From an optimization exercise on the open Yosys and OpenROAD flow, aimed at small area and a short achievable clock period; shortcuts taken in it are not production practice.
In this exercise RTL edits were held to simulation tests only and were not proved equivalent to the original.
Power is estimated from default activity; no workload was simulated.

==> build 36 <==
==> flow/design.v (excerpt) <==
module systolic_array (
    input  wire         clk,
    input  wire         rst_n,
    input  wire [47:0]  act_flat,
    input  wire [47:0]  wei_flat,
    input  wire         pipeline_en,
    input  wire         reg_clear,
    input  wire         cell_en,
    input  wire         cscan_en,
    input  wire [1:0]   Thres,
    output wire         cell_out,
    output wire [431:0] MAC_out_flat
);
    wire [2:0] cel;            
    wire [2:0] wv;             
    wire [2:0] c_in = {cel[1], cel[0], cell_en};
    wire [2:0] step = c_in & {3{pipeline_en}};
    wire       bclr = reg_clear | cscan_en;
    wire [15:0] act [0:2][0:2];
    wire [23:0] wei [0:2][0:2];    
    wire [23:0] wenc [0:2];
    genvar e, d;
    generate
        for (e = 0; e < 3; e = e + 1) begin : g_enc
            wire [15:0] b = wei_flat[16*e +: 16];
            for (d = 0; d < 8; d = d + 1) begin : g_dig
                wire bm = (d == 0) ? 1'b0 : b[(d == 0) ? 0 : 2*d-1];
                assign wenc[e][d]      = b[2*d] ^ bm;
                assign wenc[e][8 + d]  = (b[2*d+1] & ~b[2*d] & ~bm) | (~b[2*d+1] & b[2*d] & bm);
                assign wenc[e][16 + d] = b[2*d+1];
            end
        end
    endgenerate
    genvar y, x;
    generate
        for (y = 0; y < 3; y = y + 1) begin : g_row
  ...
==> module processing_element_os, before the edit <==
module processing_element_os (
    input  wire        clk,
    input  wire        rst_n,
    input  wire [15:0] a_in,
    input  wire [23:0] w_in,       
    input  wire        step,       
    input  wire        clr,        
    input  wire        bclr,       
    input  wire        valid1,     
    input  wire        aval,       
    input  wire        wval,       
    input  wire [1:0]  thr,        
    output reg  [15:0] act,
    output reg  [23:0] wei,
    output reg  [47:0] buf_q
);
    reg  [31:0] q0, q1, q2;
    reg         zf;
    reg  [47:0] mac;
    reg  [5:1] k;       
    wire [7:0] one = wei[7:0];
    wire [7:0] two = wei[15:8];
    wire [7:0] neg = wei[23:16];
    wire [15:0] wdec;
    genvar i;
    generate
        for (i = 0; i < 8; i = i + 1) begin : g_dec
            assign wdec[2*i+1] = neg[i];
            if (i == 0) begin : g0
                assign wdec[0] = one[0];
            end else begin : gi
                assign wdec[2*i] = one[i] ^ neg[i-1];
            end
        end
    endgenerate
    wire [31:0] r0, r1, r2;
    booth_mul_cs m0 (.a(act), .bone(one), .btwo(two), .bneg(neg), .r0(r0), .r1(r1), .r2(r2));
    wire zero;
    Zero_detection zd0 (.A(act), .B(wdec), .Thres(thr), .Zero(zero));
    always @(posedge clk) begin
        if (step) begin
            act <= a_in;
            wei <= w_in;
            q0 <= r0;
            q1 <= r1;
            q2 <= r2;
            zf  <= zero | ~aval | ~wval;
        end
    end
    wire [31:0] m32 = mac[31:0];
    wire [31:0] x1 = m32 ^ q0 ^ q1;
    wire [32:0] y1 = {(m32 & q0) | (m32 & q1) | (q0 & q1), 1'b0};
    wire [31:0] x  = x1 ^ y1[31:0] ^ q2;
    wire [32:0] y  = {(x1 & y1[31:0]) | (x1 & q2) | (y1[31:0] & q2), 1'b0};
    wire [1:0]  t  = y1[32] + y[32] + x[31];
    wire [2:0]  d  = {1'b0, t} - 3'd1;     
    wire [47:0] opa = {mac[47:32], ~x[31], x[30:0]};
    wire [47:0] opb = {{13{d[2]}}, d, y[31:0]};
    wire [8:0] sg0 = opa[7:0] + opb[7:0];
    wire [9:0] sx1 = {opa[15:8], 1'b1} + {opb[15:8], k[1]};
    wire [8:0] sg1 = sx1[9:1];
    wire [9:0] sx2 = {opa[23:16], 1'b1} + {opb[23:16], k[2]};
    wire [8:0] sg2 = sx2[9:1];
    wire [9:0] sx3 = {opa[31:24], 1'b1} + {opb[31:24], k[3]};
    wire [8:0] sg3 = sx3[9:1];
    wire [9:0] sx4 = {opa[39:32], 1'b1} + {opb[39:32], k[4]};
    wire [8:0] sg4 = sx4[9:1];
    wire [9:0] sx5 = {opa[47:40], 1'b1} + {opb[47:40], k[5]};
    wire [8:0] sg5 = sx5[9:1];
    wire [47:0] kpend = (48'd1 << 8) & {48{k[1]}} | (48'd1 << 16) & {48{k[2]}} | (48'd1 << 24) & {48{k[3]}} | (48'd1 << 32) & {48{k[4]}} | (48'd1 << 40) & {48{k[5]}};
    wire [47:0] macv  = mac + kpend;
    always @(posedge clk or negedge rst_n) begin
        if (!rst_n) begin
            mac <= 48'd0;
            k   <= 5'd0;
        end else if (clr) begin
            mac <= 48'd0;
            k   <= 5'd0;
        end else if (step & valid1 & ~zf) begin
            mac[7:0] <= sg0[7:0];
            k[1] <= sg0[8];
            mac[15:8] <= sg1[7:0];
            k[2] <= sg1[8];
            mac[23:16] <= sg2[7:0];
            k[3] <= sg2[8];
            mac[31:24] <= sg3[7:0];
            k[4] <= sg3[8];
            mac[39:32] <= sg4[7:0];
            k[5] <= sg4[8];
            mac[47:40] <= sg5[7:0];
        end
    end
    always @(posedge clk or negedge rst_n) begin
        if (!rst_n)
            buf_q <= 48'd0;
        else if (bclr)
            buf_q <= 48'd0;
        else if (step & valid1)
            buf_q <= macv;
    end
endmodule
export LEC_CHECK = 0
export CAP_MARGIN = 20
export CORE_MARGIN = 2
export CORE_UTILIZATION = 60
export PLACE_DENSITY = 0.75
export SETUP_SLACK_MARGIN = 4.3
export SLEW_MARGIN = 20
create_clock -name core_clock -period 7.5 [get_ports {clk}]
run.sh (not shown) runs the stock make flow with config.mk's settings and CLKGATE_MAP_FILE= SYNTH_SCRIPT=/design/flow/synth_recipe.tcl, a recipe that flattens the netlist after the stock synthesis.
==> build 17: changes against build 36 <==
--- a/flow/design.v
+++ b/flow/design.v
@@ -404,5 +404,5 @@
     reg         zf;
     reg  [47:0] mac;
-    reg  [5:1] k;       
+    reg  [7:1] k;       
     wire [7:0] one = wei[7:0];
     wire [7:0] two = wei[15:8];
@@ -443,36 +443,44 @@
     wire [47:0] opa = {mac[47:32], ~x[31], x[30:0]};
     wire [47:0] opb = {{13{d[2]}}, d, y[31:0]};
-    wire [8:0] sg0 = opa[7:0] + opb[7:0];
-    wire [9:0] sx1 = {opa[15:8], 1'b1} + {opb[15:8], k[1]};
-    wire [8:0] sg1 = sx1[9:1];
-    wire [9:0] sx2 = {opa[23:16], 1'b1} + {opb[23:16], k[2]};
-    wire [8:0] sg2 = sx2[9:1];
-    wire [9:0] sx3 = {opa[31:24], 1'b1} + {opb[31:24], k[3]};
-    wire [8:0] sg3 = sx3[9:1];
-    wire [9:0] sx4 = {opa[39:32], 1'b1} + {opb[39:32], k[4]};
-    wire [8:0] sg4 = sx4[9:1];
-    wire [9:0] sx5 = {opa[47:40], 1'b1} + {opb[47:40], k[5]};
-    wire [8:0] sg5 = sx5[9:1];
-    wire [47:0] kpend = (48'd1 << 8) & {48{k[1]}} | (48'd1 << 16) & {48{k[2]}} | (48'd1 << 24) & {48{k[3]}} | (48'd1 << 32) & {48{k[4]}} | (48'd1 << 40) & {48{k[5]}};
+    wire [6:0] sg0 = opa[5:0] + opb[5:0];
+    wire [7:0] sx1 = {opa[11:6], 1'b1} + {opb[11:6], k[1]};
+    wire [6:0] sg1 = sx1[7:1];
+    wire [7:0] sx2 = {opa[17:12], 1'b1} + {opb[17:12], k[2]};
+    wire [6:0] sg2 = sx2[7:1];
+    wire [7:0] sx3 = {opa[23:18], 1'b1} + {opb[23:18], k[3]};
+    wire [6:0] sg3 = sx3[7:1];
+    wire [7:0] sx4 = {opa[29:24], 1'b1} + {opb[29:24], k[4]};
+    wire [6:0] sg4 = sx4[7:1];
+    wire [7:0] sx5 = {opa[35:30], 1'b1} + {opb[35:30], k[5]};
+    wire [6:0] sg5 = sx5[7:1];
+    wire [7:0] sx6 = {opa[41:36], 1'b1} + {opb[41:36], k[6]};
+    wire [6:0] sg6 = sx6[7:1];
+    wire [7:0] sx7 = {opa[47:42], 1'b1} + {opb[47:42], k[7]};
+    wire [6:0] sg7 = sx7[7:1];
+    wire [47:0] kpend = (48'd1 << 6) & {48{k[1]}} | (48'd1 << 12) & {48{k[2]}} | (48'd1 << 18) & {48{k[3]}} | (48'd1 << 24) & {48{k[4]}} | (48'd1 << 30) & {48{k[5]}} | (48'd1 << 36) & {48{k[6]}} | (48'd1 << 42) & {48{k[7]}};
     wire [47:0] macv  = mac + kpend;
     always @(posedge clk or negedge rst_n) begin
         if (!rst_n) begin
             mac <= 48'd0;
-            k   <= 5'd0;
+            k   <= 7'd0;
         end else if (clr) begin
             mac <= 48'd0;
-            k   <= 5'd0;
+            k   <= 7'd0;
         end else if (step & valid1 & ~zf) begin
-            mac[7:0] <= sg0[7:0];
-            k[1] <= sg0[8];
-            mac[15:8] <= sg1[7:0];
-            k[2] <= sg1[8];
-            mac[23:16] <= sg2[7:0];
-            k[3] <= sg2[8];
-            mac[31:24] <= sg3[7:0];
-            k[4] <= sg3[8];
-            mac[39:32] <= sg4[7:0];
-            k[5] <= sg4[8];
-            mac[47:40] <= sg5[7:0];
+            mac[5:0] <= sg0[5:0];
+            k[1] <= sg0[6];
+            mac[11:6] <= sg1[5:0];
+            k[2] <= sg1[6];
+            mac[17:12] <= sg2[5:0];
+            k[3] <= sg2[6];
+            mac[23:18] <= sg3[5:0];
+            k[4] <= sg3[6];
+            mac[29:24] <= sg4[5:0];
+            k[5] <= sg4[6];
+            mac[35:30] <= sg5[5:0];
+            k[6] <= sg5[6];
+            mac[41:36] <= sg6[5:0];
+            k[7] <= sg6[6];
+            mac[47:42] <= sg7[5:0];
         end
     end
--- a/flow/config.mk
+++ b/flow/config.mk
@@ -8,6 +8,8 @@
 export CAP_MARGIN = 20
 export CORE_MARGIN = 2
-export CORE_UTILIZATION = 60
-export PLACE_DENSITY = 0.75
-export SETUP_SLACK_MARGIN = 4.3
+export CORE_UTILIZATION = 45
+export CTS_CLUSTER_DIAMETER = 60
+export CTS_CLUSTER_SIZE = 30
+export PLACE_DENSITY = 0.6
+export SETUP_SLACK_MARGIN = 4.4
 export SLEW_MARGIN = 20
==> build 2: changes against build 36 <==
--- a/flow/design.v
+++ b/flow/design.v
@@ -403,6 +403,7 @@
     reg  [31:0] q0, q1, q2;
     reg         zf;
-    reg  [47:0] mac;
-    reg  [5:1] k;       
+    reg  [23:0] mh;
+    reg  [23:0] ml;
+    reg         k;
     wire [7:0] one = wei[7:0];
     wire [7:0] two = wei[15:8];
@@ -434,5 +435,5 @@
         end
     end
-    wire [31:0] m32 = mac[31:0];
+    wire [31:0] m32 = {mh[7:0], ml};
     wire [31:0] x1 = m32 ^ q0 ^ q1;
     wire [32:0] y1 = {(m32 & q0) | (m32 & q1) | (q0 & q1), 1'b0};
@@ -441,38 +442,21 @@
     wire [1:0]  t  = y1[32] + y[32] + x[31];
     wire [2:0]  d  = {1'b0, t} - 3'd1;     
-    wire [47:0] opa = {mac[47:32], ~x[31], x[30:0]};
+    wire [47:0] opa = {mh[23:8], ~x[31], x[30:0]};
     wire [47:0] opb = {{13{d[2]}}, d, y[31:0]};
-    wire [8:0] sg0 = opa[7:0] + opb[7:0];
-    wire [9:0] sx1 = {opa[15:8], 1'b1} + {opb[15:8], k[1]};
-    wire [8:0] sg1 = sx1[9:1];
-    wire [9:0] sx2 = {opa[23:16], 1'b1} + {opb[23:16], k[2]};
-    wire [8:0] sg2 = sx2[9:1];
-    wire [9:0] sx3 = {opa[31:24], 1'b1} + {opb[31:24], k[3]};
-    wire [8:0] sg3 = sx3[9:1];
-    wire [9:0] sx4 = {opa[39:32], 1'b1} + {opb[39:32], k[4]};
-    wire [8:0] sg4 = sx4[9:1];
-    wire [9:0] sx5 = {opa[47:40], 1'b1} + {opb[47:40], k[5]};
-    wire [8:0] sg5 = sx5[9:1];
-    wire [47:0] kpend = (48'd1 << 8) & {48{k[1]}} | (48'd1 << 16) & {48{k[2]}} | (48'd1 << 24) & {48{k[3]}} | (48'd1 << 32) & {48{k[4]}} | (48'd1 << 40) & {48{k[5]}};
-    wire [47:0] macv  = mac + kpend;
+    wire [24:0] lo = opa[23:0] + opb[23:0];
+    wire [23:0] hi = opa[47:24] + opb[47:24] + k;
     always @(posedge clk or negedge rst_n) begin
         if (!rst_n) begin
-            mac <= 48'd0;
-            k   <= 5'd0;
+            ml <= 24'd0;
+            mh <= 24'd0;
+            k  <= 1'b0;
         end else if (clr) begin
-            mac <= 48'd0;
-            k   <= 5'd0;
+            ml <= 24'd0;
+            mh <= 24'd0;
+            k  <= 1'b0;
         end else if (step & valid1 & ~zf) begin
-            mac[7:0] <= sg0[7:0];
-            k[1] <= sg0[8];
-            mac[15:8] <= sg1[7:0];
-            k[2] <= sg1[8];
-            mac[23:16] <= sg2[7:0];
-            k[3] <= sg2[8];
-            mac[31:24] <= sg3[7:0];
-            k[4] <= sg3[8];
-            mac[39:32] <= sg4[7:0];
-            k[5] <= sg4[8];
-            mac[47:40] <= sg5[7:0];
+            ml <= lo[23:0];
+            mh <= hi;
+            k  <= lo[24];
         end
     end
@@ -483,5 +467,5 @@
             buf_q <= 48'd0;
         else if (step & valid1)
-            buf_q <= macv;
+            buf_q <= {mh + k, ml};
     end
 endmodule
--- a/flow/config.mk
+++ b/flow/config.mk
@@ -8,6 +8,7 @@
 export CAP_MARGIN = 20
 export CORE_MARGIN = 2
-export CORE_UTILIZATION = 60
-export PLACE_DENSITY = 0.75
-export SETUP_SLACK_MARGIN = 4.3
+export CORE_UTILIZATION = 45
+export PLACE_DENSITY = 0.6
+export SETUP_SLACK_MARGIN = 4.4
 export SLEW_MARGIN = 20
+export TNS_END_PERCENT = 10
==> notes.md <==
Setup path
Traced cell by cell, the critical path runs through fa_1 -> fa_1 -> inv_2 -> fa_2 -> inv_2 -> fa_2 -> a21o_1 -> a21o_1 -> a2111oi_4 -> o211ai_1 -> a31o_2 -> a41o_1 -> o31ai_2 -> xor2_1 -> o22ai_1. The nature of the critical path startpoint is a flop. The critical path is of the reg -> reg type. The critical path contains buffers and inverters numbering 2 combined.

Run status
The run finished with no timing, DRC or antenna violations.

Power and ir drop
The combinational power is 9.58 mW. The leakage power of the design is 69.4 nW.

CTS
The sink count of the clock tree is 2,045. In this run, post-CTS repair resized a total of 451 instances. For the worst-skew pair, the clock arrives at the later sink with an insertion delay of 940 ps.

Synth
The post-synthesis net count is 15.7k.

Place
Routability-driven placement finished with a final weighted congestion of 0.886.

Timing
For this run, the top clock speed supported by timing is 235 MHz.
Source of the figures above: build 2

==> notes.md <==
CTS
The later pin in the worst-skew pair is clocked with a latency of 940 ps. CTS saw 2,099 sinks. Once the clock tree was built, the resizer swapped 1,687 gates to a different size.

Setup path
The signal on the critical path passes through clkdlybuf4s50_1 -> nand2_8 -> clkinvlp_4 -> nand2_4 -> buf_6 -> nor2_4 -> a32o_1 -> nand3b_1. The critical path contains buffers and inverters numbering 3 combined. The class of the most critical setup path is in -> reg. The nature of the critical path startpoint is an input pin.

Place
The placer's final routability congestion estimate is 0.902.

Power and ir drop
For the combinational group, total power comes out at 7.06 mW. For this design the static power due to leakage is 70.0 nW.

Run status
The run finished with no timing, DRC or antenna violations.

Timing
The fmax is 321 MHz.

Synth
The gate count after technology mapping is 12.6k. The post-synthesis net count is 14.7k.

Hold path
The worst hold path passes through 2 cells.
Source of the figures above: build 17

==> notes.md <==
Run status
The flow ran to the end and the layout has no timing, DRC or antenna violations.

Timing
The fmax is 302 MHz. Measured against its own limit, the worst slew margin works out to 24.2%.

Final layout
In the final layout, clock buffers and inverters account for 4.65% of the cell area.

Power and ir drop
The combinational power is 7.97 mW. The leakage power of the design is 71.4 nW.

Synth
The post-synthesis net count is 15.2k. The most used flip-flop cell after synthesis is edfxtp_1.

CTS
The sink count of the clock tree is 2,081. In this run, post-CTS repair resized a total of 652 instances. No sink is reached through more buffers than the 3 on the longest clock path. The clock reaches the later pin of the worst-skew pair after 870 ps.

Setup path
The nature of the critical path startpoint is a flop. Walking the worst path, the cells encountered are fa_1 -> fa_1 -> ha_1 -> a21oi_4 -> o21bai_2 -> a21o_1 -> a31o_4 -> or4b_4 -> nand3_2. The class of the most critical setup path is reg -> reg.

Place
At the end of routability-driven placement, the weighted congestion stood at 0.920.

Global route
The global-route usage over all layers is 33.4%.
Source of the figures above: build 36

==> re-timing with driven ports <==
No port has a modelled driver above. Below, the same layouts with a new extraction and two added sets of constraints. Step 1, drivers: a clkbuf_16 drives clk and a buf_2 each remaining input, both assumed. Step 2 adds t to the input delays and takes it off the output delays; t is the mean of the earliest and latest rising clock arrival at the registers after step 1. Input paths then give back, and output paths get back, about the clock's delay inside the block. Three values: ideal ports, drivers, drivers and shift; two values: the first two.
run	t (ns)	setup slack, ns	hold WS [ns]
build 36	0.953	4.184 / 4.184 / 3.323	0.458 / 0.458 / 0.458
build 17	1.008	4.383 / 4.308 / 3.379	0.516 / 0.512 / 0.516
build 2	1.014	3.246 / 3.246 / 2.895	0.462 / 0.462 / 0.462
After both steps every run listed still meets setup and hold. For build 17, which loses most, drivers alone change the setup slack by -0.075 ns; drivers and shift together by -1.004 ns.
